Source: an optimization exercise on an open RTL-to-GDS flow (aim: small area, a short achievable clock period and few clock cycles). Production flows keep margins and buffers that such runs may drop. In this exercise RTL edits were held to simulation tests only and were not proved equivalent to the original. No driver is modelled on the clock port, so clocking that relies on it looks cheaper here than on a real chip. Power is estimated from default activity; no workload was simulated.

==> inputs of run D <==
==> flow/design.v <==
`timescale 1ns/10ps
module LBP ( clk, reset, gray_addr, gray_req, gray_ready, gray_data, lbp_addr, lbp_valid, lbp_data, finish);
input   	clk;
input   	reset;
output  [13:0] 	gray_addr;
output reg         	gray_req;
input   	gray_ready;
input   [7:0] 	gray_data;
output reg  [13:0] 	lbp_addr;
output reg  	lbp_valid;
output reg  [7:0] 	lbp_data;
output reg  	finish;
parameter K = 6;               
localparam H = K + 2;          
localparam JW = 3;                
reg [6:0] r, x;                
reg [JW-1:0] j;                
reg [7:0] sr [0:H];            
assign gray_addr = {r, x};
wire colend = (j == 0);
always @(posedge clk or posedge reset) begin
    if (reset) begin
        r <= 7'd1;
        x <= 7'd0;
        j <= 0;
        gray_req <= 1'b0;
        lbp_valid <= 1'b0;
        finish <= 1'b0;
    end else begin
        gray_req <= 1'b1;
        if (colend) begin
            j <= H-1;
            x <= x - 7'd1;
            r <= (x == 7'd0) ? r - 7'd1 : r - (H-1);
        end else begin
            j <= j - 1;
            r <= r + 7'd1;
        end
        lbp_valid <= (j <= H-3) | (r[6:1] == 6'd0);
        finish <= finish | (lbp_valid & (lbp_addr == {7'd126, 7'd1}));
    end
end
function [1:0] cmp2;
    input [7:0] a, b;
    reg [7:0] g, l;
    reg [3:0] g1, l1;
    reg [1:0] g2, l2;
    integer k;
    begin
        g = a & ~b;
        l = ~a & b;
        for (k = 0; k < 4; k = k + 1) begin
            g1[k] = g[2*k+1] | (~l[2*k+1] & g[2*k]);
            l1[k] = l[2*k+1] | (~g[2*k+1] & l[2*k]);
        end
        for (k = 0; k < 2; k = k + 1) begin
            g2[k] = g1[2*k+1] | (~l1[2*k+1] & g1[2*k]);
            l2[k] = l1[2*k+1] | (~g1[2*k+1] & l1[2*k]);
        end
        cmp2[1] = ~(l2[1] | (~g2[1] & l2[0]));
        cmp2[0] = ~(g2[1] | (~l2[1] & g2[0]));
    end
endfunction
wire [7:0] c  = sr[H];
wire [1:0] rdl = cmp2(gray_data, c);
wire [1:0] rlt = cmp2(sr[0], c);
wire [1:0] rul = cmp2(sr[1], c);
wire [1:0] rdn = cmp2(sr[H-1], c);
reg [H:0]   d2;    
reg [H-1:0] d4;    
reg [H-2:0] d7;    
reg         d1;    
wire [7:0] code = {d7[H-2], rdn[1], rdl[1], d4[H-1], rlt[1], d2[H], d1, rul[1]};
wire zero = (r[6:1] == 6'd0) | (x[6:1] == 6'h3f);
integer i;
always @(posedge clk) begin
    sr[0] <= gray_data;
    for (i = 1; i <= H; i = i + 1)
        sr[i] <= sr[i-1];
    d2 <= {d2[H-1:0], rdl[0]};
    d4 <= {d4[H-2:0], rlt[0]};
    d7 <= {d7[H-3:0], rul[0]};
    d1 <= rdn[0];
    lbp_addr <= {r - 7'd1, x + 7'd1};
    lbp_data <= zero ? 8'd0 : code;
end
endmodule
==> flow/flow/run.sh <==
#!/bin/bash
# Standard layout, with the port buffers given as one buffer cell and the
# clock tree built without dummy loads. make's output goes to make.log here.
set -euo pipefail
export BUFFER_PORTS_ARGS="-buffer_cell sky130_fd_sc_hd__buf_2"
export CTS_ARGS="-sink_clustering_enable -repair_clock_nets -dont_use_dummy_load -buf_list sky130_fd_sc_hd__clkbuf_8"
bash standard.sh > make.log 2>&1
==> flow/standard.sh <==
#!/bin/bash
# synth_recipe.tcl (not shown) runs the flow's synth.tcl, then flattens the netlist and writes it again
# the make line also repeats each setting of config.mk as NAME=value (left out here)
make -C /OpenROAD-flow-scripts/flow DESIGN_CONFIG=/design/flow/config.mk WORK_HOME=/design/flow/orfs CLKGATE_MAP_FILE= SYNTH_SCRIPT=/design/flow/synth_recipe.tcl "${@:-finish}"
==> flow/config.mk <==
export PLATFORM = sky130hd
export DESIGN_NAME = LBP
export DESIGN_NICKNAME = LBP
export VERILOG_FILES = /design/flow/design.v
export SDC_FILE = /design/flow/constraint.sdc
export NUM_CORES = 4
export LEC_CHECK = 0
export CAP_MARGIN = 20
export CORE_MARGIN = 2
export CORE_UTILIZATION = 60
export SETUP_SLACK_MARGIN = 2.1
export SLEW_MARGIN = 20
==> flow/constraint.sdc <==
create_clock -name core_clock -period 4.0 [get_ports {clk}]
set_input_delay 0.8000 -clock core_clock [delete_from_list [all_inputs] [get_ports {clk}]]
set_output_delay 0.8000 -clock core_clock [all_outputs]
set_load 0.01 [all_outputs]
==> inputs of run B, as changes to run D <==
--- a/flow/design.v
+++ b/flow/design.v
@@ -16,13 +16,22 @@
 reg [6:0] r, x;                
 reg [JW-1:0] j;                
 reg [7:0] sr [0:H];            
+reg xnz;                       
+reg xe;                        
+reg rz;                        
 assign gray_addr = {r, x};
 wire colend = (j == 0);
+wire [6:0] r_down = r + 7'd1;
+wire [6:0] r_top = r - (H-1);
+wire [6:0] r_strip = {r[6:1], 1'b0};
 always @(posedge clk or posedge reset) begin
     if (reset) begin
-        r <= 7'd1;
+        r <= 7'd0;
         x <= 7'd0;
         j <= 0;
+        xnz <= 1'b0;
+        xe <= 1'b0;
+        rz <= 1'b1;
         gray_req <= 1'b0;
         lbp_valid <= 1'b0;
         finish <= 1'b0;
@@ -31,37 +40,41 @@
         if (colend) begin
             j <= H-1;
             x <= x - 7'd1;
-            r <= (x == 7'd0) ? r - 7'd1 : r - (H-1);
+            xnz <= (x != 7'd1);
+            xe <= (x == 7'd127) | !xnz;
+            r <= xnz ? r_top : r_strip;
+            rz <= xnz ? (r == H-1) | (r == H) : rz;
         end else begin
             j <= j - 1;
-            r <= r + 7'd1;
+            r <= r_down;
+            rz <= (r == 7'd0);
         end
-        lbp_valid <= (j <= H-3) | (r[6:1] == 6'd0);
+        lbp_valid <= (j <= H-3) | rz;
         finish <= finish | (lbp_valid & (lbp_addr == {7'd126, 7'd1}));
     end
 end
+wire [7:0] c  = sr[H];
 function [1:0] cmp2;
     input [7:0] a, b;
-    reg [7:0] g, l;
-    reg [3:0] g1, l1;
-    reg [1:0] g2, l2;
+    reg [7:0] g, e;
+    reg [3:0] g1, e1;
+    reg [1:0] g2, e2;
     integer k;
     begin
         g = a & ~b;
-        l = ~a & b;
+        e = ~(a ^ b);
         for (k = 0; k < 4; k = k + 1) begin
-            g1[k] = g[2*k+1] | (~l[2*k+1] & g[2*k]);
-            l1[k] = l[2*k+1] | (~g[2*k+1] & l[2*k]);
+            g1[k] = g[2*k+1] | (e[2*k+1] & g[2*k]);
+            e1[k] = e[2*k+1] & e[2*k];
         end
         for (k = 0; k < 2; k = k + 1) begin
-            g2[k] = g1[2*k+1] | (~l1[2*k+1] & g1[2*k]);
-            l2[k] = l1[2*k+1] | (~g1[2*k+1] & l1[2*k]);
+            g2[k] = g1[2*k+1] | (e1[2*k+1] & g1[2*k]);
+            e2[k] = e1[2*k+1] & e1[2*k];
         end
-        cmp2[1] = ~(l2[1] | (~g2[1] & l2[0]));
-        cmp2[0] = ~(g2[1] | (~l2[1] & g2[0]));
+        cmp2[1] = g2[1] | (e2[1] & g2[0]) | (e2[1] & e2[0]);
+        cmp2[0] = ~(g2[1] | (e2[1] & g2[0]));
     end
 endfunction
-wire [7:0] c  = sr[H];
 wire [1:0] rdl = cmp2(gray_data, c);
 wire [1:0] rlt = cmp2(sr[0], c);
 wire [1:0] rul = cmp2(sr[1], c);
@@ -71,7 +84,7 @@
 reg [H-2:0] d7;    
 reg         d1;    
 wire [7:0] code = {d7[H-2], rdn[1], rdl[1], d4[H-1], rlt[1], d2[H], d1, rul[1]};
-wire zero = (r[6:1] == 6'd0) | (x[6:1] == 6'h3f);
+wire zero = rz | xe;
 integer i;
 always @(posedge clk) begin
     sr[0] <= gray_data;
==> flow/flow/run.sh (replaced) <==
#!/bin/bash
# Standard layout, with the port buffers given as one buffer cell and the
# clock tree built by flow/clock_tree.tcl in place of TritonCTS's.
# make's output goes to make.log here; ORFS's per-step logs stay in orfs/logs.
set -euo pipefail
export BUFFER_PORTS_ARGS="-buffer_cell sky130_fd_sc_hd__buf_2"
export PRE_CTS_TCL="$PWD/flow/clock_tree.tcl"
export FLOW_TREE_NB=4
export FLOW_TREE_CELL=sky130_fd_sc_hd__clkbuf_16
bash standard.sh > make.log 2>&1
==> flow/flow/clock_tree.tcl (new file) <==
# Run by ORFS's cts.tcl before clock_tree_synthesis (PRE_CTS_TCL).
# Builds a one-level clock tree: the clock port drives FLOW_TREE_NB clock
# buffers, each driving the flip-flops of one group. The groups are made by
# sorting the flip-flops by x into FLOW_TREE_NB/2 columns and splitting each
# column by y into two halves, so every group has about the same size and
# every flip-flop sees the same buffer delay. Each buffer is put at the centre
# of its group; cts.tcl legalizes the placement afterwards. TritonCTS is then
# told to skip these nets, so it adds nothing.
proc my_tree {nb cell} {
  set block [ord::get_db_block]
  set net [$block findNet clk]
  set sinks {}
  foreach it [$net getITerms] {
    set inst [$it getInst]
    if {[[$inst getMaster] isSequential]} {
      set bb [$inst getBBox]
      lappend sinks [list [$inst getName]/[[$it getMTerm] getName] \
        [expr {([$bb xMin] + [$bb xMax]) / 2}] [expr {([$bb yMin] + [$bb yMax]) / 2}]]
    }
  }
  set n [llength $sinks]
  set ncol [expr {$nb / 2}]
  set sx [lsort -integer -index 1 $sinks]
  set groups {}
  for {set c 0} {$c < $ncol} {incr c} {
    set col [lsort -integer -index 2 \
      [lrange $sx [expr {$c * $n / $ncol}] [expr {($c + 1) * $n / $ncol - 1}]]]
    set m [llength $col]
    lappend groups [lrange $col 0 [expr {$m / 2 - 1}]]
    lappend groups [lrange $col [expr {$m / 2}] end]
  }
  set dbu [$block getDbUnitsPerMicron]
  set i 0
  foreach g $groups {
    set pins {}
    set xs 0
    set ys 0
    foreach s $g {
      lappend pins [get_pins [lindex $s 0]]
      set xs [expr {$xs + [lindex $s 1]}]
      set ys [expr {$ys + [lindex $s 2]}]
    }
    set k [llength $g]
    set x [expr {double($xs) / $k / $dbu}]
    set y [expr {double($ys) / $k / $dbu}]
    insert_buffer -buffer_cell $cell -net clk -load_pins $pins -location [list $x $y] \
      -buffer_name clktree_$i -net_name clktree_net_$i
    puts "clock tree: group $i has $k flip-flops, buffer at ($x, $y)"
    incr i
  }
  set skip [list clk]
  foreach inst [$block getInsts] {
    if {[string match clktree_* [$inst getName]]} {
      set onet [[$inst findITerm X] getNet]
      $onet setSigType CLOCK
      lappend skip [$onet getName]
    }
  }
  set_cts_config -skip_nets $skip
  # connect the new buffers' supply pins with the platform's rules (pdn.tcl)
  add_global_connection -net {VDD} -inst_pattern {clktree_.*} -pin_pattern {VPWR} -power
  add_global_connection -net {VDD} -inst_pattern {clktree_.*} -pin_pattern {VPB}
  add_global_connection -net {VSS} -inst_pattern {clktree_.*} -pin_pattern {VGND} -ground
  add_global_connection -net {VSS} -inst_pattern {clktree_.*} -pin_pattern {VNB}
  global_connect
}
my_tree $::env(FLOW_TREE_NB) $::env(FLOW_TREE_CELL)
PLACE_DENSITY = 0.8   (was unset)
SETUP_SLACK_MARGIN = 2.3   (was 2.1)
TNS_END_PERCENT = 0   (was unset)
==> qor summary <==
| quantity | run B | run D |
|---|---|---|
| VDD IR max | 258.3 uV | 274.0 uV |
| Length of routed met2 wiring | 2962 microns | 3690 microns |
| Via count of the first global-routing pass | 2344 | 2789 |
| Share of Yosys cell area claimed by the top area cell type | 53.62% | 52.70% |
| FFs & Latches | 142 | 139 |
| Total combinational power | 104 uW | 120 uW |
| Seq area share | 60.40% | 56.02% |
| Launch point of the critical path | r[2] | x[3] |
| Share of cell area taken by multi-input logic gates | 28.75% | 28.97% |
| Relative area change from synthesis to final layout | 10.31% | 14.48% |
| Run status | finished clean | finished clean |
| Global Route met3 Usage | 1.425% | 5.843% |
| Async S/R FF share, synth | 16.20% | 14.39% |
| Number of DRC violations after detailed-routing iteration 0 | 71 | 114 |
Testbench counts of run D, summed over its fixed seeds: cycles 387,126.
Testbench counts of run B, summed over its fixed seeds: cycles 387,126.

-- what the ideal ports hide --
Ports are ideal in the flow. The routed layouts listed here were re-timed in OpenROAD. Step 1: set_driving_cell puts a clkbuf_16 on clk and a buf_2 on each other input, an assumption about the parent block. Step 2 moves the port delays by t, midway between the first and last clock arrival at a register: inputs arrive t later, outputs are due t later. That takes back most of the time a late clock gives input paths. Three values: ideal ports, drivers, drivers and shift; two values: the first two.
| run | shift t [ns] | slack for setup (ns) | clock arrival spread, ns |
|---|---|---|---|
| run D | 0.432 | 2.152 / 2.121 / 1.886 | 0.028 / 0.028 |
| run B | 0.248 | 2.274 / 2.199 / 2.118 | 0.014 / 0.014 |
After both steps every run listed still meets setup and hold. The setup slack of run D, which loses most, moves by -0.031 ns with the drivers and by -0.266 ns with both steps.
